From an optimization exercise on the open Yosys and OpenROAD flow, aimed at small area, a short achievable clock period and few clock cycles; shortcuts taken in it are not production practice. No functional check of the RTL was part of any run shown here. No activity file was given, so power comes from the tool's default toggle rates.

==> design/flow/design.v <==
module JAM (CLK, RST, W, J, Cost, MatchCount, MinCost, Valid);
input CLK;
input RST;
output reg [2:0] W;
output reg [2:0] J;
input [6:0] Cost;
output reg [3:0] MatchCount;
output reg [9:0] MinCost;
output reg Valid;
localparam ST_SCAN = 3'd0, ST_WAIT = 3'd1, ST_LAST = 3'd2, ST_LAST2 = 3'd3,
           ST_READ = 3'd4, ST_DFSA = 3'd5, ST_DFSB = 3'd6, ST_DONE = 3'd7;
reg [2:0] st;
reg [2:0] row;           
reg [6:0] u  [0:7];      
reg [6:0] nv [0:7];      
reg [8:0] minv [0:7];    
reg [2:0] way [0:7];     
reg [7:0] vw;            
reg [2:0] p [0:7];       
reg [7:0] matched;
reg [7:0] used;          
reg [7:0] rowin;         
reg [7:0] todo;          
reg [7:0] q;             
reg [2:0] j0;            
reg [8:0] delta;         
reg [6:0] D;             
reg [6:0] inc;           
reg [2:0] j1;
reg first;               
reg ph;                  
reg upd;                 
reg aug;                 
reg [2:0] ja;
reg [2:0] arow;
reg [7:0] abv;           
reg [7:0] candr;         
reg one;                 
reg s1v, s1l, s1r;
reg [6:0] s1c;
reg [6:0] s1p;
reg [2:0] s1j, s1w;
reg s2v, s2l;
reg [8:0] s2c, s2m;
reg [2:0] s2j, s2w;
reg s2r;
reg pend;                
reg [1:0] pcr;
reg s3l;
integer k;
function [3:0] lowest;
    input [7:0] m;
    integer i;
    begin
        lowest = 4'b1000;
        for (i = 7; i >= 0; i = i - 1)
            if (m[i]) lowest = i;
    end
endfunction
function single;
    input [7:0] m;
    reg a, b, ma, mb;
    begin
        a = |m[3:0];
        b = |m[7:4];
        ma = (m[0] & m[1]) | (m[2] & m[3]) | ((m[0] | m[1]) & (m[2] | m[3]));
        mb = (m[4] & m[5]) | (m[6] & m[7]) | ((m[4] | m[5]) & (m[6] | m[7]));
        single = ~(ma | mb | (a & b));
    end
endfunction
wire [3:0] nx = lowest(todo);
wire [9:0] cur = {3'b0, s1c} + {3'b0, s1p} + {{2{q[7]}}, q};
wire lt = s2c < s2m;
wire c1 = s2c < delta;
wire c2 = s2m < delta;
wire take = lt ? c1 : c2;
wire [8:0] mnew = lt ? s2c : s2m;
wire [7:0] used_j = used | (8'd1 << j1);
wire [3:0] fj = lowest(~used_j);
wire [2:0] pj = p[j1];
reg [7:0] avail [0:7];
reg [7:0] blk;
reg dead, allone;
reg [7:0] cand;
always @(*) begin
    blk = 8'd0;
    dead = 1'b0;
    allone = 1'b1;
    for (k = 0; k < 8; k = k + 1) begin
        avail[k] = minv[k][7:0] & ~used;
        if (!single(avail[k])) allone = 1'b0;
        if (k > W) begin
            if (avail[k] == 8'd0) dead = 1'b1;
            if (single(avail[k])) blk = blk | avail[k];
        end
    end
    cand = dead ? 8'd0 : (avail[W] & ~blk & abv);
end
wire [3:0] cfirst = lowest(candr);
wire [2:0] sprev = way[W - 3'd1];
wire [1:0] pc = single(candr) ? {1'b0, |candr} : 2'd2;
reg [7:0] above;
always @(*)
    for (k = 0; k < 8; k = k + 1)
        above[k] = (k > sprev);
always @(posedge CLK) begin
    if (RST) begin
        st <= ST_SCAN;
        row <= 3'd0;
        W <= 3'd0;
        J <= 3'd0;
        todo <= 8'hfe;
        q <= 8'd0;
        first <= 1'b1;
        ph <= 1'b1;
        upd <= 1'b0;
        aug <= 1'b0;
        delta <= 9'h1ff;
        D <= 7'd0;
        used <= 8'd0;
        rowin <= 8'd0;
        matched <= 8'd0;
        s1v <= 1'b0;
        s1r <= 1'b0;
        s2v <= 1'b0;
        s3l <= 1'b0;
        MinCost <= 10'd0;
        MatchCount <= 4'd0;
        Valid <= 1'b0;
        for (k = 0; k < 8; k = k + 1) begin
            u[k] <= 7'd0;
            nv[k] <= 7'd0;
        end
    end else begin
        upd <= 1'b0;
        if (upd) begin
            for (k = 0; k < 8; k = k + 1) begin
                if (used[k] && k != j1)
                    nv[k] <= nv[k] + inc;
                if (rowin[k] && (k != W || st == ST_LAST))
                    u[k] <= u[k] + inc;
            end
            MinCost <= MinCost + {3'd0, inc};
            q <= {1'b0, D} - {1'b0, u[W]};
            delta <= 9'h1ff;
        end
        if (aug) begin
            matched[ja] <= 1'b1;
            if (vw[ja]) aug <= 1'b0;
        end
        s1v <= (st == ST_SCAN);
        s1r <= (st == ST_READ);
        s2v <= s1v;
        s3l <= s2v && s2l;
        if (s2v && take)
            delta <= mnew;
        if (s1r && s1j == 3'd7)
            q <= 8'd0 - {1'b0, u[s1w + 3'd1]};
        case (st)
        ST_SCAN: begin
            if (ph) begin
                ph <= 1'b0;
                used <= 8'd0;
                rowin <= 8'd1 << row;
            end
            if (todo == 8'd0)
                st <= ST_WAIT;
            else begin
                J <= nx[2:0];
                todo <= todo & ~(8'd1 << nx[2:0]);
            end
        end
        ST_WAIT: begin
            if (s3l) begin
                first <= 1'b0;
                inc <= delta[6:0] - D;
                D <= delta[6:0];
                upd <= 1'b1;
                if (matched[j1]) begin
                    used <= used_j;
                    rowin[pj] <= 1'b1;
                    W <= pj;
                    J <= fj[2:0];
                    todo <= ~used_j & ~(8'd1 << fj[2:0]);
                    st <= ST_SCAN;
                end else begin
                    first <= 1'b1;
                    D <= 7'd0;
                    if (row == 3'd7) begin
                        st <= ST_LAST;
                    end else begin
                        aug <= 1'b1;
                        ph <= 1'b1;
                        row <= row + 3'd1;
                        W <= row + 3'd1;
                        J <= j1;
                        todo <= ~(8'd1 << j1);
                        st <= ST_SCAN;
                    end
                end
            end
        end
        ST_LAST: begin
            used <= 8'd0;
            W <= 3'd0;
            J <= 3'd0;
            st <= ST_LAST2;
        end
        ST_LAST2: begin
            q <= 8'd0 - {1'b0, u[0]};
            st <= ST_READ;
        end
        ST_READ: begin
            {W, J} <= {W, J} + 6'd1;
            if ({W, J} == 6'd63) begin
                W <= 3'd0;
                st <= ST_DFSA;
            end
        end
        ST_DFSA: begin
            if (pend)
                MatchCount <= MatchCount + {2'b0, pcr};
            if (!s2r)
                st <= ST_DFSB;
        end
        ST_DFSB: begin
            st <= ST_DFSA;
            if (one) begin
                MatchCount <= 4'd1;
                st <= ST_DONE;
            end else if (W == 3'd6) begin
                W <= 3'd5;
                used <= used & ~(8'd1 << sprev);
            end else if (candr != 8'd0) begin
                used <= used | (8'd1 << cfirst[2:0]);
                W <= W + 3'd1;
            end else if (W == 3'd0) begin
                st <= ST_DONE;
            end else begin
                used <= used & ~(8'd1 << sprev);
                W <= W - 3'd1;
            end
        end
        default: begin
            Valid <= 1'b1;
        end
        endcase
    end
end
always @(posedge CLK) begin
    s1l <= (todo == 8'd0);
    s1c <= Cost;
    s1p <= nv[J];
    s1j <= J;
    s1w <= W;
    s2l <= s1l;
    s2c <= cur[8:0];
    s2m <= first ? 9'h1ff : minv[s1j];
    s2j <= s1j;
    s2w <= s1w;
    s2r <= s1r;
    if (s2r)
        minv[s2w][s2j] <= (s2c == 9'd0);
    if (s2v) begin
        minv[s2j] <= mnew;
        if (!first && lt) begin
            vw[s2j] <= 1'b0;
            way[s2j] <= j0;
        end
        if (take)
            j1 <= s2j;
    end
    if (aug) begin
        p[ja] <= vw[ja] ? arow : p[way[ja]];
        ja <= way[ja];
    end
    if (st == ST_WAIT && s3l) begin
        if (first)
            vw <= 8'hff;
        if (matched[j1])
            j0 <= j1;
        else begin
            ja <= j1;
            arow <= row;
        end
    end
    if (st == ST_READ) begin
        abv <= 8'hff;
        one <= 1'b1;
    end
    pend <= (st == ST_DFSB) && (W == 3'd6);
    pcr <= pc;
    if (st == ST_DFSA && !s2r) begin
        candr <= cand;
        one <= one && allone;
    end
    if (st == ST_DFSB) begin
        one <= 1'b0;
        if (W == 3'd6 || candr == 8'd0)
            abv <= above;
        else begin
            way[W] <= cfirst[2:0];
            abv <= 8'hff;
        end
    end
end
endmodule
==> design/flow/run.sh <==
#!/bin/bash
# synth_recipe.tcl (not shown) runs the flow's synth.tcl, then flattens the netlist and writes it again
# the make line also repeats each setting of config.mk as NAME=value (left out here)
make -C /OpenROAD-flow-scripts/flow DESIGN_CONFIG=/design/flow/config.mk WORK_HOME=/design/flow/orfs CLKGATE_MAP_FILE= SYNTH_SCRIPT=/design/flow/synth_recipe.tcl finish
==> design/flow/config.mk <==
export PLATFORM = sky130hd
export DESIGN_NAME = JAM
export DESIGN_NICKNAME = JAM
export VERILOG_FILES = /design/flow/design.v
export SDC_FILE = /design/flow/constraint.sdc
export NUM_CORES = 4
export LEC_CHECK = 0
export CAP_MARGIN = 20
export CORE_MARGIN = 2
export CORE_UTILIZATION = 40
export SETUP_SLACK_MARGIN = 2.0
export SLEW_MARGIN = 20
==> design/flow/constraint.sdc <==
create_clock -name core_clock -period 5.0 [get_ports {CLK}]
set_input_delay 1.0000 -clock core_clock [delete_from_list [all_inputs] [get_ports {CLK}]]
set_output_delay 1.0000 -clock core_clock [all_outputs]
set_load 0.01 [all_outputs]
==> results of run 1 <==
==> registers in the layout, summed over array words and instances (netlist names), 8 cells and up, named ones only <==
| name | flops |
|---|---|
| MinCost | 10 |
| rowin | 8 |
| u | 56 |
| vw | 8 |
| used | 8 |
| candr | 8 |
| matched | 8 |
| q | 8 |
| s2m | 9 |
| s2c | 9 |
| abv | 8 |
| nv | 56 |
| p | 24 |
| minv | 72 |
| way | 24 |
| todo | 8 |
| delta | 9 |
==> worst reg2reg max path: stages (launching register included) <==
cell and delay [ns]:
dfxtp_4 0.36, buf_12 0.12, clkinvlp_4 0.17, ha_4 0.24, and2_4 0.15, a222oi_1 0.42
a41oi_2 0.18, ha_2 0.23, inv_2 0.06, fa_2 0.20, a21o_1 0.13, a21oi_2 0.06
o21ai_1 0.17, a21oi_2 0.08, xnor2_1 0.13, a31oi_1 0.17, a31oi_1 0.09
==> layout make-up <==
| class | instances | area share [%] |
|---|---|---|
| multi-input combinational | 2234 | 53.2 |
| tap | 882 | 3.49 |
| timing repair buffer | 142 | 4.03 |
| sequential | 420 | 31.5 |
| clock buffer | 67 | 4.48 |
| antenna | 2 | 0.0158 |
| inverter | 182 | 2.21 |
| clock inverter | 30 | 1.10 |
==> cells in the final DEF, fill, tap and decap left out, types with 14 or more instances in the layout <==
cell / Yosys / layout
a21o_1: 32 / 32
mux2_2: 47 / 47
nand3_1: 53 / 53
a21oi_2: 8 / 15
a221oi_1: 14 / 14
ha_1: 191 / 186
a22oi_1: 32 / 32
buf_4: 5 / 98
nor3_1: 74 / 72
a21oi_1: 199 / 192
o22ai_1: 19 / 16
edfxtp_1: 152 / 152
clkbuf_16: 0 / 52
nor2b_1: 113 / 112
clkdlybuf4s50_1: 0 / 28
dfxtp_1: 268 / 252
xnor2_1: 73 / 70
and3_1: 14 / 14
nand2b_1: 31 / 31
o21ai_0: 239 / 223
a32oi_1: 16 / 15
and2_1: 17 / 14
mux4_2: 55 / 55
fa_2: 0 / 17
mux2i_1: 95 / 84
nand3b_1: 14 / 14
o31ai_1: 23 / 21
o21ai_1: 8 / 21
a211oi_1: 41 / 39
a31oi_1: 32 / 32
inv_1: 178 / 173
a222oi_1: 29 / 29
nand2_1: 175 / 173
nor3b_1: 17 / 16
nor2_1: 282 / 278
nand4_1: 21 / 21
==> cells by family (layout without fill, tap and decap cells) <==
| family | after synthesis | count (layout) | share of synthesized area (%) |
|---|---|---|---|
| and+or+nand+nor | 892 | 893 | 16.3 |
| AOI/OAI and AO/OA | 835 | 835 | 19.6 |
| DFF | 420 | 420 | 36.1 |
| buffers and inverters | 328 | 421 | 4.64 |
| adders and majority gates | 214 | 214 | 10.3 |
| muxes | 207 | 207 | 10.3 |
| xor gates and xnor gates | 85 | 85 | 2.71 |
| other | 0 | 2 | 0 |
==> timing repair <==
item	4_1_cts	5_1_grt
setup buffers	49	16
setup endpoints to repair	204	117
hold endpoints to repair	0	0
pin swaps	16	26
resized for setup	78	50
gates cloned	2	0
==> routing by layer <==
metal	global-route usage, %	vias up	wire [um]
met2	46.0	1205	46500
met4	11.9	4	4650
met3	5.58	304	9320
met1	38.9	12200	43700
met5	0	-	20
li1	-	11100	-
==> cells in the mapped netlist (14+ instances only) <==
cell,number
a21oi_1,199
xnor2_1,73
nand4_1,21
a211oi_1,41
mux2i_1,95
nor3b_1,17
nor2b_1,113
o21ai_0,239
a21o_1,32
mux4_2,55
ha_1,191
buf_2,22
and3_1,14
or3_1,15
a21boi_0,20
inv_1,178
mux2_2,47
nor2_1,282
a22oi_1,32
fa_1,22
edfxtp_1,152
dfxtp_1,268
nand3_1,53
a221oi_1,14
a32oi_1,16
a222oi_1,29
clkbuf_1,109
nor3_1,74
and2_1,17
nand3b_1,14
a31oi_1,32
o22ai_1,19
o31ai_1,23
nand2_1,175
nand2b_1,31
==> path summary, 6_finish.rpt <==
check	startpoint	endpoint	slack (ns)	cells past startpoint
setup / recovery	W[0]$_SDFFE_PP0P_	q[6]$_SDFFE_PP0P_	1.86	16
hold / removal	s1l$_DFF_P_	s2l$_DFF_P_	0.33	0
setup reg to reg	W[0]$_SDFFE_PP0P_	q[6]$_SDFFE_PP0P_	1.86	16
hold reg to reg	s1l$_DFF_P_	s2l$_DFF_P_	0.33	0
==> power breakdown <==
group          leakage, nW  switching [mW]  total (mW)  internal (mW)
clock                0.849            1.65        3.90           2.24
combinational         7.36           0.247       0.405          0.158
sequential            3.44          0.0780        3.64           3.56
total                 11.6            1.98        7.94           5.96
==> out/metrics.yaml, run 1 <==
cts:
  clockBufferDepth: 3
  htreeDepth: 2
  cts_hold_buffers: 0
  cts_tree: "done"
  clock_sinks: 420
  clkTransAtPathRegs_ns: 0.07
  cts_buffers: 52
  cts-root-buf: "clkbuf_16"
  clk_latency_ns: 0.64
detailed_routing:
  wl_mm: 104
  drtAntennaViolNets: 0
  viasPerCell: 6.28
  first_pass_iters: 7
  drc: 0
  num_vias: 24900
  drt-initial-drc-count: 2580
  wire_per_inst_um: 26.3
floorplanning:
  start_util_pct: 40.3
  die-area_mm2: 0.0709
  io_pins: 30
  die_w_um: 266
  die_h_um: 266
  coreArea_mm2: 0.0683
  rows: 96
synthesis:
  ys_seq_area_share_pct: 36.1
  yosysTopAreaCell: "dfxtp_1"
  synthDistinctLibCells: 98
  synth_ff_type: "dfxtp_1"
  syn_avg_cell_area_um2: 9.23
  ys_top_cells_by_area: "dfxtp_1 (19%), edfxtp_1 (17%), ha_1 (8.7%)"
  synthesis.nets: 3203
  synthArstFlopShare_pct: 0
  synth_edf_count: 152
  syn-cell-area_mm2: 0.0275
  synth.top_cell.area_share_pct: 19.5
  syn_inst: 2981
  yosysWarnings: 4
  synth-seq-cells: 420
setup_path:
  cpPeakStageDelay_ns: 0.42
  required_ns: 5.45
  critPathBufInv: 3
  worstPathArrival_ns: 3.58
  crit_slowest_cell: "a222oi_1"
  crit_type: "reg -> reg"
  cp_max_fo: 6
  crit_chain: "buf_12 > clkinvlp_4 > ha_4 > and2_4 > a222oi_1 > a41oi_2 > ha_2 > inv_2 > fa_2 > a21o_1 > a21oi_2 > o21ai_1 > a21oi_2 > xnor2_1 > a31oi_1 > a31oi_1"
  cp_top_family: "compound AO/OA/AOI/OAI gates"
  cp-start-kind: "flip-flop"
  critPathCaptureType: "flip-flop"
timing:
  fin_skew_ns: 0.0575
  setup_viol: 0
  fin_crit_sh_pct: 62.7
  drv_slew: 0
  layout_min_cycle_time_ns: 3.14
  fmax_mhz: 319
  grt_setup_unrepaired: "true"
  worst_pin_slew_ns: 1.09
  tns_ns: 0
  whs_ns: 0.334
  finalHoldViolCount: 0
  max_slew_margin_pct: 27.0
  setup_ws_ns: 1.86
layout:
  num-nets-final: 3254
  stdcell_count: 3959
  seq_area_mm2: 0.00996
  drive_above_1_share_pct: 14.3
  multi_input_area_mm2: 0.0168
  area_growth_pct: 14.9
  final_area_mm2: 0.0316
  final_core_util_pct: 46.3
  nFillCells: 6469
placement:
  pre_cts_slack_ns: 1.07
  postPlaceCellArea_mm2: 0.0288
  hpwl_mm: 75.3
  place.gp.congestion: 0.989
  place.port_buffers: 29
  dpl.cell_count: 3793
power_and_ir_drop:
  worst_ir_drop_vdd_v: 0.000276
  fin_total_pwr_mw: 7.94
  p_per_area_mw_per_mm2: 251
  p_leak_nw: 11.6
global_route:
  grt_pass1_vias: 24500
  grt_start_max_net_pins: 97
  globalRoute.totalOverflow: 0
  track_usage_pct: 29.1
  antenna_found_initial: 7
  grt_first_pass_wirelength_mm: 155
run:
  drv_cap: 0
min_path:
  hp-class: "reg -> reg"
outcome:
  outcome: "timing/DRC/antenna clean"
==> inputs of run 2 (changes only) <==
--- a/design/flow/config.mk
+++ b/design/flow/config.mk
@@ -10,3 +10,3 @@
 export CORE_UTILIZATION = 40
-export SETUP_SLACK_MARGIN = 2.0
+export SETUP_SLACK_MARGIN = 2.4
 export SLEW_MARGIN = 20
==> run 2 against run 1 <==
Net effect: largest cell class unchanged; die area did not move; critical path depth down 2; final cell count is 2.8% higher; sequential power about the same.
==> out/metrics.yaml, run 2 <==
outcome:
  outcome: "timing/DRC/antenna clean"
setup_path:
  cp_max_fo: 4  # -2
  critPathCaptureType: "flip-flop"
  required_ns: 5.44  # about the same
  worstPathArrival_ns: 3.48  # -0.10 ns
  cp-start-kind: "flip-flop"
  crit_type: "reg -> reg"
global_route:
  globalRoute.totalOverflow: 0  # unchanged
  grt_start_max_net_pins: 100  # +3.1%
  track_usage_pct: 29.0  # -0.058 points
  grt_first_pass_wirelength_mm: 155  # about the same
  grt_pass1_vias: 24300  # -0.76%
  antenna_found_initial: 3  # -4
layout:
  final_cell_mix: "nor2_1 (273), dfxtp_1 (228), o21ai_0 (176), a21oi_1 (171)"
  nFillCells: 6205  # -4.1%
  final_area_mm2: 0.0341  # +7.9%
  antenna_cells: 0  # -2
  num-nets-final: 3369  # +3.5%
  drive_above_1_share_pct: 24.0  # +9.6 points
  largest_reg_flops: 72  # unchanged
  final_common_cell: "nor2_1"
  seq_area_mm2: 0.0100  # +0.80%
  regMostFlops: "minv"
  area_growth_pct: 24.0
  multi_input_area_mm2: 0.0180  # +7.3%
  top_regs: "minv: 72 flops, nv: 56 flops, u: 56 flops"
timing:
  max_slew_margin_pct: 25.0  # -1.9 points
  fin_skew_ns: 0.0584  # +0.000940 ns
  setup_viol: 0  # unchanged
  fin_crit_sh_pct: 60.8  # -1.9 points
  fmax_mhz: 329  # +3.1%
  layout_min_cycle_time_ns: 3.04  # -0.0956 ns
  finalHoldViolCount: 0  # unchanged
  worst_pin_slew_ns: 1.12  # +0.0291 ns
  grt_setup_unrepaired: "true"
  drv_slew: 0  # unchanged
  tns_ns: 0  # unchanged
detailed_routing:
  wire_per_inst_um: 26.6  # +1.1%
  drc: 0  # unchanged
  num_vias: 25800  # +3.9%
  drtAntennaViolNets: 0  # unchanged
  drt-initial-drc-count: 3261  # +26%
  first_pass_iters: 10  # +3
  viasPerCell: 6.34  # +1.0%
  wl_mm: 108  # +3.9%
power_and_ir_drop:
  fin_total_pwr_mw: 7.88  # -0.75%
  worst_ir_drop_vdd_v: 0.000256  # -7.3%
  p_per_area_mw_per_mm2: 231  # -8.1%
  p_leak_nw: 12.7  # +8.7%
synthesis:
  netlist_top_cells_count: "nor2_1 (282), dfxtp_1 (268), o21ai_0 (239)"
  yosysTopAreaCell: "dfxtp_1"
  synth_edf_count: 152  # unchanged
  yosysWarnings: 4  # unchanged
  synth-seq-cells: 420  # unchanged
  synthesis.nets: 3203  # unchanged
  synthDistinctLibCells: 98  # unchanged
  yosysMostFrequentCell: "nor2_1"
  syn_avg_cell_area_um2: 9.23  # unchanged
  syn_inst: 2981  # unchanged
  ys_top_cells_by_area: "dfxtp_1 (19%), edfxtp_1 (17%), ha_1 (8.7%)"
  syn-cell-area_mm2: 0.0275  # unchanged
  synth.top_cell.area_share_pct: 19.5  # unchanged
  ys_seq_area_share_pct: 36.1  # unchanged
  synth_ff_type: "dfxtp_1"
  synthArstFlopShare_pct: 0  # unchanged
cts:
  clock_sinks: 420  # unchanged
  cts-root-buf: "clkbuf_16"
  clkTransAtPathRegs_ns: 0.07  # about the same
  clk_latency_ns: 0.64  # about the same
  clockBufferDepth: 3  # unchanged
  htreeDepth: 2  # unchanged
  cts_tree: "done"
  cts_buffers: 50  # -3.8%
  cts_hold_buffers: 0  # unchanged
placement:
  postPlaceCellArea_mm2: 0.0288  # about the same
  place.gp.congestion: 1.01  # +1.7%
  place.port_buffers: 29  # unchanged
  hpwl_mm: 74.0  # -1.7%
floorplanning:
  rows: 96  # unchanged
  coreArea_mm2: 0.0683  # unchanged
  io_pins: 30  # unchanged
  die_w_um: 266  # unchanged
  die-area_mm2: 0.0709  # unchanged
  start_util_pct: 40.3  # unchanged
  die_h_um: 266  # unchanged
run:
  drv_cap: 0  # unchanged
min_path:
  hp-class: "reg -> reg"
[run 2: cell counts after synthesis]
No cell type changed its count.
[run 2: path summary, 6_finish.rpt]
path / startpoint / to / slack (ns) / cells after the start
max: W[1]$_SDFFE_PP0P_ / q[6]$_SDFFE_PP0P_ / 1.96 / 14
min: s1l$_DFF_P_ / s2l$_DFF_P_ / 0.33 / 0
max reg2reg: W[1]$_SDFFE_PP0P_ / q[6]$_SDFFE_PP0P_ / 1.96 / 14
min reg2reg: s1l$_DFF_P_ / s2l$_DFF_P_ / 0.33 / 0
[run 2: timing repair]
item | 4_1_cts | 5_1_grt
setup buffers | 111 | 65
cloned | 2 | 7
endpoints found under the setup margin | 280 | 232
resized for setup | 244 | 250
pin swaps | 42 | 120
[run 2: logic make-up after synthesis]
logic type,after synthesis,synth area share [%]
adders and majority gates,214,10.3
DFF,420,36.1
AOI/OAI and AO/OA,835,19.6
buffers and inverters,328,4.64
and+or+nand+nor,892,16.3
xor gates and xnor gates,85,2.71
muxes,207,10.3
[run 2: critical path, cell delays in order, from the launching register on]
cell	delay (ns)
dfxtp_4	0.37
clkinvlp_4	0.16
ha_4	0.21
or3_4	0.40
a41oi_2	0.20
ha_2	0.21
inv_2	0.04
fa_2	0.34
a21o_1	0.19
a21oi_2	0.16
o21ai_1	0.09
a21oi_2	0.14
xnor2_1	0.09
a31oi_1	0.15
a31oi_1	0.09
[run 2: routing by layer]
metal / global-route usage [%] / up-vias / wire (um)
li1: - / 11400 / -
met1: 39.4 / 12700 / 45100
met2: 45.8 / 1373 / 49000
met3: 5.67 / 312 / 9770
met4: 10.6 / 2 / 4360
met5: 0 / - / 35
[run 2: report_power, final]
group	internal, mW	switching, mW
Sequential	3.56	0.0714
Clock	2.11	1.62
Combinational	0.223	0.311
Total	5.89	2.00
[run 2: layout make-up]
| cell class | count | area share, % |
|---|---|---|
| Multi-Input combinational cell | 2235 | 52.9 |
| Sequential cell | 420 | 29.4 |
| Timing Repair Buffer | 258 | 7.55 |
| Clock buffer | 66 | 4.02 |
| Tap cell | 882 | 3.23 |
| Inverter | 182 | 2.05 |
| Clock inverter | 28 | 0.862 |
[run 2: per-stage QoR]
step                std cells  utilization (%)  setup slack [ns]  hold WS [ns]
floorplan                2981                -              1.71         0.310
global placement         3792             42.1              1.28         0.315
detailed placement       3792             42.1              1.27         0.317
CTS                      3999             47.4              1.99         0.332
global route             4071             49.9              1.77         0.348
finish                   4071             49.9              1.96         0.330
==> inputs of run 3 (changes only) <==
--- a/design/flow/design.v
+++ b/design/flow/design.v
@@ -9,3 +9,3 @@
 output reg Valid;
-localparam ST_SCAN = 3'd0, ST_WAIT = 3'd1, ST_LAST = 3'd2, ST_LAST2 = 3'd3,
+localparam ST_SCAN = 3'd0, ST_WAIT = 3'd1, ST_LAST = 3'd2,
            ST_READ = 3'd4, ST_DFSA = 3'd5, ST_DFSB = 3'd6, ST_DONE = 3'd7;
@@ -23,3 +23,2 @@
 reg [7:0] todo;          
-reg [7:0] q;             
 reg [2:0] j0;            
@@ -38,6 +37,2 @@
 reg one;                 
-reg s1v, s1l, s1r;
-reg [6:0] s1c;
-reg [6:0] s1p;
-reg [2:0] s1j, s1w;
 reg s2v, s2l;
@@ -71,3 +66,3 @@
 wire [3:0] nx = lowest(todo);
-wire [9:0] cur = {3'b0, s1c} + {3'b0, s1p} + {{2{q[7]}}, q};
+wire [9:0] cur = {3'b0, Cost} + {3'b0, nv[J]} + {3'b0, D} - {3'b0, u[W]};
 wire lt = s2c < s2m;
@@ -112,3 +107,2 @@
         todo <= 8'hfe;
-        q <= 8'd0;
         first <= 1'b1;
@@ -122,4 +116,2 @@
         matched <= 8'd0;
-        s1v <= 1'b0;
-        s1r <= 1'b0;
         s2v <= 1'b0;
@@ -143,3 +135,2 @@
             MinCost <= MinCost + {3'd0, inc};
-            q <= {1'b0, D} - {1'b0, u[W]};
             delta <= 9'h1ff;
@@ -150,5 +141,3 @@
         end
-        s1v <= (st == ST_SCAN);
-        s1r <= (st == ST_READ);
-        s2v <= s1v;
+        s2v <= (st == ST_SCAN);
         s3l <= s2v && s2l;
@@ -156,4 +145,2 @@
             delta <= mnew;
-        if (s1r && s1j == 3'd7)
-            q <= 8'd0 - {1'b0, u[s1w + 3'd1]};
         case (st)
@@ -206,6 +193,2 @@
             J <= 3'd0;
-            st <= ST_LAST2;
-        end
-        ST_LAST2: begin
-            q <= 8'd0 - {1'b0, u[0]};
             st <= ST_READ;
@@ -230,2 +213,3 @@
                 st <= ST_DONE;
+                Valid <= 1'b1;
             end else if (W == 3'd6) begin
@@ -238,2 +222,3 @@
                 st <= ST_DONE;
+                Valid <= 1'b1;
             end else begin
@@ -250,13 +235,8 @@
 always @(posedge CLK) begin
-    s1l <= (todo == 8'd0);
-    s1c <= Cost;
-    s1p <= nv[J];
-    s1j <= J;
-    s1w <= W;
-    s2l <= s1l;
+    s2l <= (todo == 8'd0);
     s2c <= cur[8:0];
-    s2m <= first ? 9'h1ff : minv[s1j];
-    s2j <= s1j;
-    s2w <= s1w;
-    s2r <= s1r;
+    s2m <= first ? 9'h1ff : minv[J];
+    s2j <= J;
+    s2w <= W;
+    s2r <= (st == ST_READ);
     if (s2r)
--- a/design/flow/config.mk
+++ b/design/flow/config.mk
@@ -7,2 +7,3 @@
 export LEC_CHECK = 0
+export ABC_AREA = 1
 export CAP_MARGIN = 20
@@ -10,3 +11,3 @@
 export CORE_UTILIZATION = 40
-export SETUP_SLACK_MARGIN = 2.4
+export SETUP_SLACK_MARGIN = 2.2
 export SLEW_MARGIN = 20
==> run 3 against run 2 <==
Net effect: via count shrank 1.8%; setup slack lost 0.70 ns; clock skew shrank 0.040 ns; sequential power down 4%; still clean on timing, DRC and antenna; synthesized cell count is 22% higher; register-to-register slack worse by 0.70 ns; count of clock-buffer cells in the layout fell by 7; clock power decreased by 6.7%; first-iteration DRC count shrank 13%; area after synthesis shrank 3.8%; flip-flop and latch count is 31 lower.
==> out/metrics.yaml, run 3 <==
timing:
  tns_ns: 0  # unchanged
  fmax_mhz: 267  # -19%
  grt_setup_unrepaired: "true"
  whs_ns: 0.448  # +0.117 ns
  max_slew_margin_pct: 25.7  # +0.70 points
  finalHoldViolCount: 0  # unchanged
  layout_min_cycle_time_ns: 3.74  # +0.699 ns
  worst_pin_slew_ns: 1.11  # -0.00635 ns
  setup_viol: 0  # unchanged
  fin_skew_ns: 0.0184  # -0.0400 ns
  drv_slew: 0  # unchanged
  fin_crit_sh_pct: 74.8  # +14 points
synthesis:
  synthMuxAreaShare_pct: 0  # -10 points
  synth_top_family_by_area: "simple AND/OR/NAND/NOR gates"
  synthArstFlopShare_pct: 0  # unchanged
  netlist_top_cells_count: "nand2_1 (788), inv_1 (442), o21ai_0 (418)"
  synthDistinctLibCells: 65  # -34%
  syn_avg_cell_area_um2: 7.30  # -21%
  synth-adder-area-share_pct: 10.7  # +0.40 points
  ys_seq_area_share_pct: 35.2  # -0.90 points
  synth.top_cell.area_share_pct: 17.9  # -1.6 points
  yosysTopAreaCell: "dfxtp_1"
  synth_edf_count: 152  # unchanged
  synth_compound_area_share_pct: 17.8  # -1.8 points
  ys_top_cells_by_area: "dfxtp_1 (18%), edfxtp_1 (17%), nand2_1 (11%)"
  synth_ff_type: "dfxtp_1"
  synth-xor-area-share_pct: 3.84  # +1.1 points
  yosysMostFrequentCell: "nand2_1"
  syn_inst: 3626  # +22%
  syn-cell-area_mm2: 0.0265  # -3.8%
  synthesis.nets: 3842  # +20%
  yosysWarnings: 4  # unchanged
  synth-seq-cells: 389  # -7.4%
  yosys.area_share.simple_pct: 23.7  # +7.4 points
global_route:
  grtUsageMet3_pct: 4.28  # -1.4 points
  antenna_found_initial: 0  # -3
  grt_start_max_net_pins: 89  # -11%
  track_usage_pct: 27.2  # -1.8 points
  top_usage_layer: "met2"
  grt_first_pass_wirelength_mm: 142  # -8.8%
  globalRoute.totalOverflow: 0  # unchanged
  grt_util_met2_pct: 42.9  # -2.9 points
  met1_usage_pct: 37.6  # -1.7 points
  grt_pass1_vias: 23300  # -4.3%
layout:
  num-nets-final: 3882  # +15%
  top_regs: "minv: 72 flops, nv: 56 flops, u: 56 flops"
  final_core_util_pct: 45.4  # -4.5 points
  regMostFlops: "minv"
  area_growth_pct: 12.7
  final_cell_mix: "nand2_1 (784), inv_1 (436), o21ai_0 (402), nor2_1 (306), a21oi_1 (291)"
  antenna_cells: 0  # unchanged
  final_area_mm2: 0.0298  # -13%
  largest_reg_flops: 72  # unchanged
  multi_input_area_mm2: 0.0152  # -16%
  nFillCells: 6713  # +8.2%
  drive_above_1_share_pct: 7.81  # -16 points
  seq_area_mm2: 0.00932  # -7.2%
  final_common_cell: "nand2_1"
power_and_ir_drop:
  worst_ir_drop_vdd_v: 0.000203  # -21%
  fin_total_pwr_mw: 8.15  # +3.4%
  p_per_area_mw_per_mm2: 274  # +18%
  p_leak_nw: 13.3  # +4.9%
detailed_routing:
  drtAntennaViolNets: 0  # unchanged
  first_pass_iters: 8  # -2
  num_vias: 25300  # -1.8%
  wire_per_inst_um: 20.5  # -23%
  drt-initial-drc-count: 2840  # -13%
  wl_mm: 93.8  # -13%
  drc: 0  # unchanged
  viasPerCell: 5.55  # -12%
floorplanning:
  die_h_um: 261  # -1.9%
  die-area_mm2: 0.0682  # -3.8%
  rows: 94  # -2.1%
  coreArea_mm2: 0.0656  # -4.0%
  die_w_um: 261  # -1.9%
  start_util_pct: 40.3  # +0.054 points
  io_pins: 30  # unchanged
outcome:
  outcome: "timing/DRC/antenna clean"
run:
  drv_cap: 0  # unchanged
setup_path:
  cp-start-kind: "flip-flop"
  critPathCaptureType: "flip-flop"
  required_ns: 5.48  # +0.04 ns
  cp_max_fo: 13  # +9
  crit_type: "reg -> reg"
  worstPathArrival_ns: 4.22  # +0.74 ns
placement:
  place.gp.congestion: 1.02  # +1.8%
  hpwl_mm: 71.3  # -3.7%
  postPlaceCellArea_mm2: 0.0276  # -4.1%
  place.port_buffers: 29  # unchanged
min_path:
  hp-class: "reg -> reg"
cts:
  cts_hold_buffers: 0  # unchanged
  cts-root-buf: "clkbuf_16"
  clkTransAtPathRegs_ns: 0.06  # about the same
  cts_tree: "done"
  cts_buffers: 45  # -10%
  clk_latency_ns: 0.60  # -0.04 ns
  htreeDepth: 2  # unchanged
  clock_sinks: 389  # -7.4%
  clockBufferDepth: 3  # unchanged
==> run 3: cell types whose count changed in the layout (fill, tap and decap cells not counted), sizes merged, moves of 53 or more <==
cell / before / now
buf: 223 / 69
nor2b: 113 / 0
mux4: 55 / 0
nor3: 75 / 22
nand2: 175 / 806
xor2: 12 / 82
o21ai: 247 / 435
a21oi: 208 / 298
mux2: 55 / 0
mux2i: 98 / 0
nand3: 53 / 243
inv: 177 / 476
==> run 3: critical path, cell delays in order, from the launching register on <==
cell	delay [ns]
dfxtp_4	0.37
buf_4	0.17
ha_4	0.20
nand2_8	0.08
inv_6	0.07
a221oi_4	0.29
nand4_1	0.17
o21ai_2	0.14
fa_1	0.48
fa_1	0.58
ha_4	0.23
a21oi_2	0.11
nand2_1	0.08
nand2_1	0.08
nand2_1	0.06
a21oi_2	0.15
nor2_1	0.07
o21ai_2	0.14
nand2_1	0.07
nand2_1	0.05
nand2_1	0.04
==> run 3: worst paths after layout <==
path                                         from        endpoint  slack (ns)  cells after the start
worst max-delay path            W[1]$_SDFFE_PP0P_  s2c[8]$_DFF_P_        1.26                     20
worst max register to register  W[1]$_SDFFE_PP0P_  s2c[8]$_DFF_P_        1.26                     20
worst min-delay path                  s2l$_DFF_P_  s3l$_SDFF_PP0_        0.45                      2
worst min register to register        s2l$_DFF_P_  s3l$_SDFF_PP0_        0.45                      2
==> run 3: cells by family after synthesis <==
logic type / Yosys count
AO/OA/AOI/OAI: 862
XOR/XNOR: 115
adder cells (fa/ha/maj): 207
buffers and inverters: 586
flip-flops: 389
AND/OR/NAND/NOR: 1467
==> run 3: layout make-up <==
type | instances | share of cell area (%)
repair buffers | 97 | 2.89
well taps | 864 | 3.63
clock buffers | 59 | 4.30
inverters | 480 | 6.22
clock inverters | 24 | 0.810
multi-input cells | 2652 | 50.9
repair inverters | 1 | 0.0294
flip-flops and latches | 389 | 31.3
==> run 3: stage by stage <==
stage	worst slack, ns	instances
after global routing	1.13	4566
after global placement	0.659	4436
final	1.26	4566
after floorplan	1.35	3626
after detailed placement	0.700	4436
after CTS	1.29	4554
==> run 3: what timing repair did <==
action	CTS	global route
pin swaps	30	24
buffers inserted	34	11
setup endpoints to repair	75	67
resized for setup	72	20
gates cloned	1	1
==> run 3: per-layer routing <==
metal | share of wire, % | vias to the layer above
met2 | 44 | 1034
li1 | - | 12200
met1 | 44 | 11900
met3 | 8.0 | 196
met4 | 3.5 | 0
met5 | 0 | -
==> run 3: power breakdown <==
group | switching, mW | total, mW | internal [mW]
clock | 1.45 | 3.47 | 2.02
combinational | 0.837 | 1.19 | 0.349
sequential | 0.112 | 3.49 | 3.38
==> inputs of run 4 (changes only) <==
--- a/design/flow/config.mk
+++ b/design/flow/config.mk
@@ -11,3 +11,3 @@
 export CORE_UTILIZATION = 40
-export SETUP_SLACK_MARGIN = 2.2
+export SETUP_SLACK_MARGIN = 2.4
 export SLEW_MARGIN = 20
==> run 4 against run 3 <==
Net effect: first-iteration DRC count decreased by 4.8%; sequential share of layout area is 0.42 points lower; fmax increased by 0.57%; critical endpoint unchanged; routed wire length rose by 1.2%; clock power rose by 3%; critical path type unchanged; largest power group is now clock; register-to-register slack better by 0.02 ns; utilization is 0.68 points higher; hold slack got worse by 0.020 ns; cell area increased by 1.5%.
==> out/metrics.yaml, run 4 <==
run:
  drv_cap: 0  # unchanged
setup_path:
  crit_chain: "inv_12 > ha_4 > nand2_8 > inv_8 > a221oi_4 > nand4_1 > o21ai_2 > fa_1 > fa_1 > ha_4 > a21oi_2 > nand2_1 > nand2_1 > nand2_1 > a21oi_2 > nor2_1 > o21ai_1 > nand2_1 > nand2_1 > nand2_1"
  reg2reg_depth: 20  # unchanged
  cp_top_family: "adder cells"
  r2r_start: "W[0]$_SDFFE_PP0P_"
  r2r_end: "s2c[8]$_DFF_P_"
  cp-start-kind: "flip-flop"
  crit_type: "reg -> reg"
  critPathBufInv: 2  # unchanged
  reg2reg_setup_slack_ns: 1.28  # +0.02 ns
  required_ns: 5.49  # about the same
  critPathCaptureType: "flip-flop"
  cpPeakStageDelay_ns: 0.56  # -0.02 ns
  crit_slowest_cell: "fa_1"
  cpMostUsedCell: "nand2_1"
  cp.depth: 20  # unchanged
  cp_max_fo: 13  # unchanged
  worstPathArrival_ns: 4.21  # about the same
floorplanning:
  rows: 94  # unchanged
  start_util_pct: 40.3  # unchanged
  die_w_um: 261  # unchanged
  die-area_mm2: 0.0682  # unchanged
  io_pins: 30  # unchanged
  die_h_um: 261  # unchanged
  coreArea_mm2: 0.0656  # unchanged
global_route:
  antenna_found_initial: 1  # +1
  grt_first_pass_wirelength_mm: 142  # +0.28%
  grt_pass1_vias: 23300  # -0.043%
  grt_start_max_net_pins: 73  # -18%
  globalRoute.totalOverflow: 0  # unchanged
  track_usage_pct: 27.3  # +0.14 points
synthesis:
  synth-seq-cells: 389  # unchanged
  synthArstFlopShare_pct: 0  # unchanged
  syn_avg_cell_area_um2: 7.30  # unchanged
  ys_top_cells_by_area: "dfxtp_1 (18%), edfxtp_1 (17%), nand2_1 (11%)"
  synth_edf_count: 152  # unchanged
  netlist_top_cells_count: "nand2_1 (788), inv_1 (442), o21ai_0 (418)"
  synth_ff_type: "dfxtp_1"
  ys_seq_area_share_pct: 35.2  # unchanged
  yosysTopAreaCell: "dfxtp_1"
  syn_inst: 3626  # unchanged
  synthDistinctLibCells: 65  # unchanged
  synthesis.nets: 3842  # unchanged
  synth.top_cell.area_share_pct: 17.9  # unchanged
  yosysMostFrequentCell: "nand2_1"
  syn-cell-area_mm2: 0.0265  # unchanged
  yosysWarnings: 4  # unchanged
timing:
  fin_crit_sh_pct: 74.4  # -0.42 points
  worst_pin_slew_ns: 0.933  # -0.181 ns
  setup_viol: 0  # unchanged
  drv_slew: 0  # unchanged
  fin_skew_ns: 0.0300  # +0.0115 ns
  fmax_mhz: 269  # +0.57%
  max_slew_margin_pct: 37.6  # +12 points
  tns_ns: 0  # unchanged
  finalHoldViolCount: 0  # unchanged
  grt_setup_unrepaired: "true"
  whs_ns: 0.427  # -0.0201 ns
  layout_min_cycle_time_ns: 3.72  # -0.0212 ns
placement:
  place.port_buffers: 29  # unchanged
  hpwl_mm: 70.8  # -0.60%
  postPlaceCellArea_mm2: 0.0277  # +0.25%
  place.gp.congestion: 1.01  # -1.8%
detailed_routing:
  drtAntennaViolNets: 0  # unchanged
  wl_mm: 95.0  # +1.2%
  num_vias: 25400  # +0.35%
  wire_per_inst_um: 20.7  # +0.76%
  drt-initial-drc-count: 2705  # -4.8%
  viasPerCell: 5.55  # -0.11%
  first_pass_iters: 6  # -2
  drc: 0  # unchanged
layout:
  final_area_mm2: 0.0303  # +1.5%
  antenna_cells: 0  # unchanged
  drive_above_1_share_pct: 9.27  # +1.5 points
  final_common_cell: "nand2_1"
  regMostFlops: "minv"
  area_growth_pct: 14.4
  top_regs: "minv: 72 flops, nv: 56 flops, u: 56 flops"
  final_core_util_pct: 46.1  # +0.68 points
  nFillCells: 6710  # -0.045%
  num-nets-final: 3902  # +0.52%
  largest_reg_flops: 72  # unchanged
  final_cell_mix: "nand2_1 (785), inv_1 (429), o21ai_0 (390), nor2_1 (305), a21oi_1 (289)"
power_and_ir_drop:
  worst_ir_drop_vdd_v: 0.000251  # +24%
  p_per_area_mw_per_mm2: 274  # about the same
  fin_total_pwr_mw: 8.28  # +1.6%
  p_leak_nw: 13.4  # +1.1%
min_path:
  min_to: "s3l$_SDFF_PP0_"
  min_path_cells: 2  # unchanged
  hp-class: "reg -> reg"
  hp-start: "s2l$_DFF_P_"
cts:
  htreeDepth: 2  # unchanged
  clk_latency_ns: 0.60  # about the same
  cts_tree: "done"
  cts_buffers: 46  # +2.2%
  cts-root-buf: "clkbuf_16"
  clockBufferDepth: 3  # unchanged
  cts_hold_buffers: 0  # unchanged
  clkTransAtPathRegs_ns: 0.06  # about the same
  clock_sinks: 389  # unchanged
outcome:
  outcome: "timing/DRC/antenna clean"
-- run 4: where the power goes --
part	leakage [nW]	total [mW]	internal [mW]	switching (mW)
Clock	0.747	3.57	2.14	1.43
Combinational	9.38	1.22	0.368	0.848
Sequential	3.30	3.50	3.38	0.115
-- run 4: kinds of logic after synthesis --
group | synth area share [%]
AND/OR/NAND/NOR | 23.7
flip-flops | 35.2
XOR/XNOR | 3.84
buffers and inverters | 8.80
adder cells (fa/ha/maj) | 10.7
AO/OA/AOI/OAI | 17.8
-- run 4: repair_timing --
item / CTS / global route
gates cloned: 2 / 2
endpoints found under the setup margin: 208 / 182
setup buffers: 48 / 14
pin swaps: 40 / 19
resized for setup: 113 / 30
endpoints found under the hold margin: 0 / 0
-- run 4: through the flow --
stage,worst slack (ns),cells
6_report,1.28,4587
5_1_grt,1.05,4587
4_1_cts,1.32,4571
3_5_place_dp,0.687,4436
3_3_place_gp,0.648,4435
2_1_floorplan,1.35,3626
-- run 4: worst min-delay path, delay by kind of cell, from the launching register on --
| kind | cells | cell delay [ns] |
|---|---|---|
| flops | 1 | 0.30 |
| simple gates | 2 | 0.09 |
-- run 4: final cells by class --
type	count	area [um2]	area share (%)
repair buffers	115	1100	3.65
flip-flops and latches	389	9330	30.8
clock inverters	14	238	0.786
repair inverters	1	8.76	0.0289
well taps	864	1080	3.57
multi-input cells	2653	15300	50.6
clock buffers	71	1330	4.39
inverters	480	1870	6.17
-- run 4: per-layer routing --
layer / share of wire (%) / vias up / GRT usage, %
li1: - / 12300 / -
met1: 43 / 11900 / 37.2
met2: 44 / 1009 / 42.7
met3: 8.9 / 205 / 5.36
met4: 3.7 / 2 / 10.4
met5: 0.014 / - / 0
-- run 4: how the worst max path moves through the flow --
stage,startpoint,to,slack [ns]
finish,W[0]$_SDFFE_PP0P_,s2c[8]$_DFF_P_,1.28
detailed placement,W[0]$_SDFFE_PP0P_,s2c[8]$_DFF_P_,0.69
global route,W[0]$_SDFFE_PP0P_,s2c[8]$_DFF_P_,1.05
CTS,W[0]$_SDFFE_PP0P_,s2c[8]$_DFF_P_,1.32
global placement,W[0]$_SDFFE_PP0P_,s2c[8]$_DFF_P_,0.65
floorplan,W[0]$_SDFFE_PP0P_,s2c[8]$_DFF_P_,1.35
==> inputs of run 5 (changes only) <==
--- a/design/flow/design.v
+++ b/design/flow/design.v
@@ -9,3 +9,3 @@
 output reg Valid;
-localparam ST_SCAN = 3'd0, ST_WAIT = 3'd1, ST_LAST = 3'd2,
+localparam ST_SCAN = 3'd0, ST_WAIT = 3'd1, ST_LAST = 3'd2, ST_LAST2 = 3'd3,
            ST_READ = 3'd4, ST_DFSA = 3'd5, ST_DFSB = 3'd6, ST_DONE = 3'd7;
@@ -23,2 +23,3 @@
 reg [7:0] todo;          
+reg [6:0] uW;            
 reg [2:0] j0;            
@@ -37,2 +38,6 @@
 reg one;                 
+reg s1v, s1l, s1r;
+reg [6:0] s1c;
+reg [7:0] s1p;
+reg [2:0] s1j, s1w;
 reg s2v, s2l;
@@ -43,3 +48,2 @@
 reg [1:0] pcr;
-reg s3l;
 integer k;
@@ -66,3 +70,4 @@
 wire [3:0] nx = lowest(todo);
-wire [9:0] cur = {3'b0, Cost} + {3'b0, nv[J]} + {3'b0, D} - {3'b0, u[W]};
+wire [7:0] p0 = {1'b0, nv[J]} + {1'b0, D};
+wire [9:0] cur = {3'b0, s1c} + {2'b0, s1p} - {3'b0, uW};
 wire lt = s2c < s2m;
@@ -72,5 +77,20 @@
 wire [8:0] mnew = lt ? s2c : s2m;
-wire [7:0] used_j = used | (8'd1 << j1);
-wire [3:0] fj = lowest(~used_j);
-wire [2:0] pj = p[j1];
+wire [7:0] used_a = used | (8'd1 << j1);
+wire [7:0] used_b = used | (8'd1 << s2j);
+wire [3:0] fa = lowest(~used_a);
+wire [3:0] fb = lowest(~used_b);
+wire [7:0] todo_a = ~used_a & ~(8'd1 << fa[2:0]);
+wire [7:0] todo_b = ~used_b & ~(8'd1 << fb[2:0]);
+wire [6:0] inc_c = s2c[6:0] - D;
+wire [6:0] inc_m = s2m[6:0] - D;
+wire [6:0] inc_d = delta[6:0] - D;
+wire [2:0] j1f = take ? s2j : j1;
+wire mf = take ? matched[s2j] : matched[j1];
+wire [2:0] pf = take ? p[s2j] : p[j1];
+wire [7:0] usedf = take ? used_b : used_a;
+wire [3:0] ff = take ? fb : fa;
+wire [7:0] todof = take ? todo_b : todo_a;
+wire [6:0] incf = take ? (lt ? inc_c : inc_m) : inc_d;
+wire [6:0] dfin = take ? mnew[6:0] : delta[6:0];
+wire last2 = s2v && s2l;
 reg [7:0] avail [0:7];
@@ -96,6 +116,2 @@
 wire [1:0] pc = single(candr) ? {1'b0, |candr} : 2'd2;
-reg [7:0] above;
-always @(*)
-    for (k = 0; k < 8; k = k + 1)
-        above[k] = (k > sprev);
 always @(posedge CLK) begin
@@ -107,2 +123,3 @@
         todo <= 8'hfe;
+        uW <= 7'd0;
         first <= 1'b1;
@@ -116,4 +133,5 @@
         matched <= 8'd0;
+        s1v <= 1'b0;
+        s1r <= 1'b0;
         s2v <= 1'b0;
-        s3l <= 1'b0;
         MinCost <= 10'd0;
@@ -135,2 +153,3 @@
             MinCost <= MinCost + {3'd0, inc};
+            uW <= u[W];
             delta <= 9'h1ff;
@@ -141,6 +160,9 @@
         end
-        s2v <= (st == ST_SCAN);
-        s3l <= s2v && s2l;
+        s1v <= (st == ST_SCAN);
+        s1r <= (st == ST_READ);
+        s2v <= s1v;
         if (s2v && take)
             delta <= mnew;
+        if (s1r && s1j == 3'd7)
+            uW <= u[s1w + 3'd1];
         case (st)
@@ -160,13 +182,13 @@
         ST_WAIT: begin
-            if (s3l) begin
+            if (last2) begin
                 first <= 1'b0;
-                inc <= delta[6:0] - D;
-                D <= delta[6:0];
+                inc <= incf;
+                D <= dfin;
                 upd <= 1'b1;
-                if (matched[j1]) begin
-                    used <= used_j;
-                    rowin[pj] <= 1'b1;
-                    W <= pj;
-                    J <= fj[2:0];
-                    todo <= ~used_j & ~(8'd1 << fj[2:0]);
+                if (mf) begin
+                    used <= usedf;
+                    rowin[pf] <= 1'b1;
+                    W <= pf;
+                    J <= ff[2:0];
+                    todo <= todof;
                     st <= ST_SCAN;
@@ -182,4 +204,4 @@
                         W <= row + 3'd1;
-                        J <= j1;
-                        todo <= ~(8'd1 << j1);
+                        J <= j1f;
+                        todo <= ~(8'd1 << j1f);
                         st <= ST_SCAN;
@@ -193,2 +215,6 @@
             J <= 3'd0;
+            st <= ST_LAST2;
+        end
+        ST_LAST2: begin
+            uW <= u[0];
             st <= ST_READ;
@@ -213,3 +239,2 @@
                 st <= ST_DONE;
-                Valid <= 1'b1;
             end else if (W == 3'd6) begin
@@ -222,3 +247,2 @@
                 st <= ST_DONE;
-                Valid <= 1'b1;
             end else begin
@@ -235,8 +259,13 @@
 always @(posedge CLK) begin
-    s2l <= (todo == 8'd0);
+    s1l <= (todo == 8'd0);
+    s1c <= Cost;
+    s1p <= p0;
+    s1j <= J;
+    s1w <= W;
+    s2l <= s1l;
     s2c <= cur[8:0];
-    s2m <= first ? 9'h1ff : minv[J];
-    s2j <= J;
-    s2w <= W;
-    s2r <= (st == ST_READ);
+    s2m <= first ? 9'h1ff : minv[s1j];
+    s2j <= s1j;
+    s2w <= s1w;
+    s2r <= s1r;
     if (s2r)
@@ -256,9 +285,9 @@
     end
-    if (st == ST_WAIT && s3l) begin
+    if (st == ST_WAIT && last2) begin
         if (first)
             vw <= 8'hff;
-        if (matched[j1])
-            j0 <= j1;
+        if (mf)
+            j0 <= j1f;
         else begin
-            ja <= j1;
+            ja <= j1f;
             arow <= row;
@@ -279,3 +308,3 @@
         if (W == 3'd6 || candr == 8'd0)
-            abv <= above;
+            abv <= ~((8'd2 << sprev) - 8'd1);
         else begin
--- a/design/flow/config.mk
+++ b/design/flow/config.mk
@@ -7,3 +7,2 @@
 export LEC_CHECK = 0
-export ABC_AREA = 1
 export CAP_MARGIN = 20
==> run 5 against run 4 <==
Net effect: still clean on timing, DRC and antenna; sequential power rose by about 10%; critical path depth down 4; global-route usage increased by 0.91 points; total power grew 19%; largest power group unchanged.
==> out/metrics.yaml, run 5 <==
outcome:
  outcome: "timing/DRC/antenna clean"
timing:
  fin_skew_ns: 0.0444  # +0.0144 ns
  whs_ns: 0.331  # -0.0963 ns
  fin_crit_sh_pct: 70.4  # -4.0 points
  drv_slew: 0  # unchanged
  grt_setup_unrepaired: "true"
  setup_viol: 0  # unchanged
  layout_min_cycle_time_ns: 3.52  # -0.199 ns
  fmax_mhz: 284  # +5.7%
  finalHoldViolCount: 0  # unchanged
  max_slew_margin_pct: 34.7  # -2.9 points
  worst_pin_slew_ns: 0.976  # +0.0437 ns
  tns_ns: 0  # unchanged
run:
  drv_cap: 0  # unchanged
floorplanning:
  coreArea_mm2: 0.0673  # +2.5%
  die_h_um: 265  # +1.5%
  rows: 95  # +1.1%
  io_pins: 30  # unchanged
  start_util_pct: 40.5  # +0.20 points
  die_w_um: 265  # +1.5%
  die-area_mm2: 0.0703  # +3.0%
power_and_ir_drop:
  p_int_mw: 6.96  # +18%
  swShare_pct: 29.1  # +0.21 points
  worst_ir_drop_vdd_v: 0.000409  # +63%
  net-switching-power_mw: 2.85  # +19%
  fin_total_pwr_mw: 9.82  # +19%
  p_comb_share_pct: 20.6  # +5.9 points
  clockPowerShare_pct: 40.3  # -2.8 points
  p_per_area_mw_per_mm2: 284  # +3.7%
  p_leak_nw: 13.4  # -0.36%
  seqPwrFrac_pct: 39.2  # -3.0 points
cts:
  cts_buffers: 50  # +8.7%
  clockBufferDepth: 3  # unchanged
  clock_sinks: 419  # +7.7%
  clk_latency_ns: 0.63  # +0.03 ns
  cts_tree: "done"
  cts-root-buf: "clkbuf_16"
  cts_hold_buffers: 0  # unchanged
  clkTransAtPathRegs_ns: 0.06  # about the same
  htreeDepth: 2  # unchanged
min_path:
  hp-class: "reg -> reg"
global_route:
  grt_start_max_net_pins: 124  # +70%
  antenna_found_initial: 1  # unchanged
  track_usage_pct: 28.2  # +0.91 points
  grt_first_pass_wirelength_mm: 152  # +7.2%
  grt_pass1_vias: 24500  # +5.3%
  globalRoute.totalOverflow: 0  # unchanged
synthesis:
  synth-seq-cells: 419  # +7.7%
  yosysMostFrequentCell: "nor2_1"
  ys_top_cells_by_area: "dfxtp_1 (20%), edfxtp_1 (17%), ha_1 (8.4%)"
  synth_edf_count: 152  # unchanged
  ys_seq_area_share_pct: 36.4  # +1.2 points
  yosysWarnings: 4  # unchanged
  synthDistinctLibCells: 81  # +25%
  synth_ff_type: "dfxtp_1"
  syn_avg_cell_area_um2: 9.05  # +24%
  synthArstFlopShare_pct: 0  # unchanged
  yosysTopAreaCell: "dfxtp_1"
  syn_inst: 3011  # -17%
  syn-cell-area_mm2: 0.0273  # +3.0%
  netlist_top_cells_count: "nor2_1 (308), dfxtp_1 (267), o21ai_0 (237)"
  synthesis.nets: 3231  # -16%
  synth.top_cell.area_share_pct: 19.6  # +1.7 points
placement:
  hpwl_mm: 71.2  # +0.44%
  place.gp.congestion: 0.977  # -2.8%
  place.port_buffers: 29  # unchanged
detailed_routing:
  wl_mm: 103  # +8.2%
  wire_per_inst_um: 24.9  # +20%
  first_pass_iters: 9  # +3
  drt-initial-drc-count: 2890  # +6.8%
  num_vias: 25700  # +1.1%
  viasPerCell: 6.24  # +13%
  drtAntennaViolNets: 0  # unchanged
  drc: 0  # unchanged
layout:
  final_cell_mix: "nor2_1 (287), dfxtp_1 (227), nand2_1 (220), o21ai_0 (205), buf_4 (195)"
  final_common_cell: "nor2_1"
  regMostFlops: "minv"
  nFillCells: 6093  # -9.2%
  num-nets-final: 3427  # -12%
  top_regs: "minv: 72 flops, nv: 56 flops, u: 56 flops"
  multi_input_area_mm2: 0.0182  # +19%
  final_core_util_pct: 51.4  # +5.3 points
  drive_above_1_share_pct: 24.9  # +16 points
  area_growth_pct: 26.9
  seq_area_mm2: 0.0100  # +7.2%
  largest_reg_flops: 72  # unchanged
setup_path:
  worstPathArrival_ns: 4.02  # -0.19 ns
  critPathCaptureType: "flip-flop"
  cp-start-kind: "flip-flop"
  crit_type: "reg -> reg"
  required_ns: 5.50  # about the same
  cp_max_fo: 8  # -5
run 5: cell types whose count changed in the layout (fill, tap and decap cells not counted), moves of 48 or more:
| cell | previous run | this run |
|---|---|---|
| nand3_1 | 239 | 48 |
| buf_4 | 62 | 195 |
| a21oi_1 | 289 | 148 |
| inv_1 | 429 | 146 |
| a21oi_2 | 8 | 56 |
| a21o_1 | 4 | 76 |
| o21ai_0 | 390 | 205 |
| mux2i_1 | 0 | 110 |
| nand2_1 | 785 | 220 |
run 5: area by class of cell:
cell class | count | share of cell area [%]
Multi-Input combinational cell | 2265 | 52.6
Sequential cell | 419 | 28.9
Timing Repair Buffer | 291 | 8.11
Clock buffer | 69 | 4.15
Tap cell | 873 | 3.16
Inverter | 180 | 2.14
Clock inverter | 24 | 0.944
Antenna cell | 1 | 0.00724
run 5: path summary, 6_finish.rpt:
kind / cells after the start / slack [ns] / startpoint / end
setup / recovery: 16 / 1.48 / delta[4]$_SDFFE_PP1P_ / todo[3]$_SDFFE_PP1P_
hold / removal: 0 / 0.33 / s1l$_DFF_P_ / s2l$_DFF_P_
setup reg to reg: 16 / 1.48 / delta[4]$_SDFFE_PP1P_ / todo[3]$_SDFFE_PP1P_
hold reg to reg: 0 / 0.33 / s1l$_DFF_P_ / s2l$_DFF_P_
run 5: critical path: stages (launching register included):
cell and delay, ns:
dfxtp_2 0.37, inv_1 0.08, ha_1 0.34, nand2_1 0.10, nor2_1 0.07, a211oi_2 0.28, o21ai_2 0.10, mux2i_4 0.16
buf_12 0.16, buf_8 0.12, mux2_4 0.32, a2111oi_1 0.39, or2_1 0.23, buf_6 0.12, o22ai_4 0.10, and3_1 0.19
a211o_1 0.26
run 5: kinds of logic (layout without fill, tap and decap cells):
logic type | Yosys count | in the layout | synth area share (%)
AOI/OAI and AO/OA | 876 | 876 | 20.7
xor gates and xnor gates | 129 | 129 | 4.14
adders and majority gates | 219 | 219 | 10.7
buffers and inverters | 328 | 564 | 4.54
DFF | 419 | 419 | 36.4
muxes | 207 | 208 | 9.76
other | 0 | 1 | 0
and+or+nand+nor | 833 | 833 | 13.8
run 5: routing by layer:
metal  track usage [%]  wire length (um)  vias up  share of wire (%)
met5                 0                14        -              0.014
met4              12.6              5160        2                5.0
met3              4.43              9480      309                9.2
met2              43.9             45400     1381                 44
met1              38.7             42700    12600                 42
li1                  -                 -    11500                  -
run 5: stage by stage:
stage | cell area [um2] | setup WS [ns] | std cells
after floorplan | 27800 | 1.49 | 3011
after global placement | 28900 | 1.15 | 3819
after detailed placement | 28900 | 1.09 | 3819
after CTS | 33300 | 1.61 | 4036
after global routing | 34600 | 1.39 | 4121
final | 34600 | 1.48 | 4122
run 5: what timing repair did:
item / 4_1_cts / 5_1_grt
resized for setup: 350 / 161
setup buffers: 118 / 84
endpoints found under the setup margin: 269 / 241
pin swaps: 96 / 88
cloned: 6 / 1
hold endpoints to repair: 0 / 0
run 5: power by group through the flow:
stage | registers [mW] | clock network [mW] | logic, mW
finish | 3.85 | 3.95 | 2.02
global route | 3.85 | 4.14 | 2.14
CTS | 3.87 | 4.00 | 1.73
detailed placement | 3.92 | 0 | 1.37
global placement | 3.92 | 0 | 1.35
floorplan | 3.81 | 0 | 1.02
==> inputs of run 6 (changes only) <==
--- a/design/flow/design.v
+++ b/design/flow/design.v
@@ -40,3 +40,3 @@
 reg [6:0] s1c;
-reg [7:0] s1p;
+reg [6:0] s1p;
 reg [2:0] s1j, s1w;
@@ -70,4 +70,3 @@
 wire [3:0] nx = lowest(todo);
-wire [7:0] p0 = {1'b0, nv[J]} + {1'b0, D};
-wire [9:0] cur = {3'b0, s1c} + {2'b0, s1p} - {3'b0, uW};
+wire [9:0] cur = {3'b0, s1c} + {3'b0, s1p} + {3'b0, D} - {3'b0, uW};
 wire lt = s2c < s2m;
@@ -86,8 +85,22 @@
 wire [6:0] inc_d = delta[6:0] - D;
+wire ma = matched[j1];
+wire mb = matched[s2j];
+wire [2:0] pa = p[j1];
+wire [2:0] pb = p[s2j];
+wire end7 = (row == 3'd7);
+wire [2:0] rowp = row + 3'd1;
+wire [2:0] W_a = ma ? pa : (end7 ? W : rowp);
+wire [2:0] W_b = mb ? pb : (end7 ? W : rowp);
+wire [2:0] J_a = ma ? fa[2:0] : (end7 ? J : j1);
+wire [2:0] J_b = mb ? fb[2:0] : (end7 ? J : s2j);
+wire [7:0] t_a = ma ? todo_a : (end7 ? todo : ~(8'd1 << j1));
+wire [7:0] t_b = mb ? todo_b : (end7 ? todo : ~(8'd1 << s2j));
+wire [7:0] u_a = ma ? used_a : used;
+wire [7:0] u_b = mb ? used_b : used;
+wire [7:0] r_a = ma ? (rowin | (8'd1 << pa)) : rowin;
+wire [7:0] r_b = mb ? (rowin | (8'd1 << pb)) : rowin;
+wire [2:0] st_a = (ma || !end7) ? ST_SCAN : ST_LAST;
+wire [2:0] st_b = (mb || !end7) ? ST_SCAN : ST_LAST;
 wire [2:0] j1f = take ? s2j : j1;
-wire mf = take ? matched[s2j] : matched[j1];
-wire [2:0] pf = take ? p[s2j] : p[j1];
-wire [7:0] usedf = take ? used_b : used_a;
-wire [3:0] ff = take ? fb : fa;
-wire [7:0] todof = take ? todo_b : todo_a;
+wire mf = take ? mb : ma;
 wire [6:0] incf = take ? (lt ? inc_c : inc_m) : inc_d;
@@ -116,2 +129,6 @@
 wire [1:0] pc = single(candr) ? {1'b0, |candr} : 2'd2;
+reg [7:0] above;
+always @(*)
+    for (k = 0; k < 8; k = k + 1)
+        above[k] = (k > sprev);
 always @(posedge CLK) begin
@@ -183,27 +200,16 @@
             if (last2) begin
-                first <= 1'b0;
                 inc <= incf;
-                D <= dfin;
                 upd <= 1'b1;
-                if (mf) begin
-                    used <= usedf;
-                    rowin[pf] <= 1'b1;
-                    W <= pf;
-                    J <= ff[2:0];
-                    todo <= todof;
-                    st <= ST_SCAN;
-                end else begin
-                    first <= 1'b1;
-                    D <= 7'd0;
-                    if (row == 3'd7) begin
-                        st <= ST_LAST;
-                    end else begin
-                        aug <= 1'b1;
-                        ph <= 1'b1;
-                        row <= row + 3'd1;
-                        W <= row + 3'd1;
-                        J <= j1f;
-                        todo <= ~(8'd1 << j1f);
-                        st <= ST_SCAN;
-                    end
+                W <= take ? W_b : W_a;
+                J <= take ? J_b : J_a;
+                todo <= take ? t_b : t_a;
+                used <= take ? u_b : u_a;
+                rowin <= take ? r_b : r_a;
+                st <= take ? st_b : st_a;
+                first <= !mf;
+                D <= mf ? dfin : 7'd0;
+                if (!mf && !end7) begin
+                    aug <= 1'b1;
+                    ph <= 1'b1;
+                    row <= rowp;
                 end
@@ -261,3 +267,3 @@
     s1c <= Cost;
-    s1p <= p0;
+    s1p <= nv[J];
     s1j <= J;
@@ -308,3 +314,3 @@
         if (W == 3'd6 || candr == 8'd0)
-            abv <= ~((8'd2 << sprev) - 8'd1);
+            abv <= above;
         else begin
==> run 6 against run 5 <==
Net effect: area after synthesis grew 1.6%; register-to-register slack improved by 0.14 ns; combinational power down 5%; highest routed layer is now met4; flip-flop and latch count down 1; critical path type unchanged; clock skew rose by 0.012 ns; still clean; non-clock buffer count down 20; sequential share of layout area grew 0.40 points; global-route usage increased by 0.65 points; fmax is 4.0% higher; count of clock-buffer cells in the layout fell by 5.
==> out/metrics.yaml, run 6 <==
synthesis:
  synth-seq-cells: 418  # -0.24%
  ys_seq_area_share_pct: 35.7  # -0.65 points
  synthArstFlopShare_pct: 0  # unchanged
  synth_ff_type: "dfxtp_1"
  syn_inst: 3026  # +0.50%
setup_path:
  crit_type: "reg -> reg"
  critPathCaptureType: "flip-flop"
  critPathBufInv: 4  # unchanged
  r2r_start: "delta[4]$_SDFFE_PP1P_"
  cpPeakStageDelay_ns: 0.33  # -0.06 ns
  worstPathArrival_ns: 3.76  # -0.26 ns
  cp-startpoint: "delta[4]$_SDFFE_PP1P_"
timing:
  layout_min_cycle_time_ns: 3.38  # -0.135 ns
  grt_setup_unrepaired: "true"
  setup_viol: 0  # unchanged
  drv_slew: 0  # unchanged
  max_slew_margin_pct: 37.2  # +2.5 points
  worst_pin_slew_ns: 0.942  # -0.0344 ns
floorplanning:
  start_util_pct: 40.4  # -0.13 points
  die-area_mm2: 0.0714  # +1.6%
  rows: 96  # +1.1%
  coreArea_mm2: 0.0686  # +1.9%
  die_h_um: 267  # +0.80%
  io_pins: 30  # unchanged
cts:
  clock_sinks: 418  # -0.24%
  cts_buffers: 50  # unchanged
  cts-root-buf: "clkbuf_16"
global_route:
  grt_start_max_net_pins: 107  # -14%
power_and_ir_drop:
  worst_ir_drop_vdd_v: 0.000210  # -49%
detailed_routing:
  first_pass_iters: 10  # +1
layout:
  final_cell_mix: "nor2_1 (280), dfxtp_1 (220), o21ai_0 (198), buf_4 (192), nand2_1 (178)"
min_path:
  hp-start: "s1l$_DFF_P_"
run:
  drv_cap: 0  # unchanged
outcome:
  outcome: "timing/DRC/antenna clean"
run 6: metal layers:
layer  share of wire, %  global-route usage, %  vias up
met4                6.4                   16.3        0
met1                 40                   36.6    12700
met3                8.3                   5.25      389
li1                   -                      -    11600
met2                 45                   46.3     1372
met5                  0                      0        -
run 6: power breakdown:
part	switching, mW	total (mW)	leakage, nW	internal (mW)
Sequential	0.131	3.75	3.51	3.62
Combinational	1.04	1.91	8.45	0.865
Clock	1.58	3.68	0.804	2.10
Total	2.76	9.34	12.8	6.58
run 6: worst reg2reg max path: stages (launching register included):
cell and delay (ns):
dfxtp_2 0.32, inv_2 0.08, ha_4 0.20, a21o_1 0.16, a221o_1 0.33, a32oi_2 0.19, o211ai_1 0.13, buf_4 0.17
nand2_4 0.09, buf_4 0.16, a21o_1 0.17, inv_1 0.09, ha_1 0.28, nor2b_1 0.13, o21ai_1 0.11, nand2b_1 0.11
a21o_1 0.21, a21oi_2 0.15, xnor2_1 0.07
run 6: final timing paths:
check / slack [ns] / end / depth (start not counted)
worst max register to register: 1.62 / inc[5]$_DFFE_PP_ / 18
worst min register to register: 0.33 / s2l$_DFF_P_ / 0
worst min-delay path: 0.33 / s2l$_DFF_P_ / 0
worst max-delay path: 1.62 / inc[5]$_DFFE_PP_ / 18
run 6: layout make-up:
| type | instances | area, um2 |
|---|---|---|
| multi-input combinational | 2272 | 18100 |
| timing repair buffer | 271 | 2450 |
| inverter | 174 | 694 |
| tap | 931 | 1160 |
| clock buffer | 64 | 1380 |
| clock inverter | 27 | 249 |
| antenna | 2 | 5.00 |
| sequential | 418 | 9990 |
| fill | 6343 | 34500 |
run 6: repair_timing:
action,4_1_cts,5_1_grt
resized for setup,259,187
buffers inserted,99,88
hold endpoints to repair,0,0
endpoints found under the setup margin,363,244
pin swaps,93,102
gates cloned,3,1
hold buffers,0,0
run 6: cells by family after synthesis:
group / count (synthesis) / share of synthesized area [%]
AOI/OAI and AO/OA: 917 / 22.1
xor gates and xnor gates: 86 / 2.72
adders and majority gates: 211 / 10.4
buffers and inverters: 339 / 4.86
DFF: 418 / 35.7
muxes: 200 / 9.44
and+or+nand+nor: 855 / 14.8
run 6: stage by stage:
stage | area, um2 | setup WS [ns] | total power [mW]
2_1_floorplan | 27900 | 1.68 | 4.68
3_3_place_gp | 29100 | 0.959 | 5.07
3_5_place_dp | 29100 | 0.917 | 5.08
4_1_cts | 32500 | 1.59 | 9.09
5_1_grt | 34100 | 1.42 | 9.67
6_report | 34100 | 1.62 | 9.34

[separate check: timing with driven ports]
How much do the figures lean on ideal ports? The routed layouts below were timed once more, with nothing changed but the port constraints. Step 1 assumes that a clkbuf_16 drives the clock port and a buf_2 every other input. Step 2, shift: input delay + t, output delay - t, t = (earliest + latest rising clock arrival at the registers) / 2. This alone moves slack from input paths to output paths. Three values: ideal, step 1, step 2; two values: the first two.
| run | t (ns) | slack for setup (ns) |
|---|---|---|
| run 1 | 0.671 | 1.865 / 1.865 / 1.865 |
| run 2 | 0.675 | 1.960 / 1.960 / 1.960 |
| run 3 | 0.649 | 1.261 / 1.261 / 1.176 |
| run 4 | 0.644 | 1.282 / 1.282 / 1.221 |
| run 5 | 0.667 | 1.481 / 1.481 / 1.481 |
| run 6 | 0.665 | 1.616 / 1.616 / 1.616 |
After both steps every run listed still meets setup and hold.
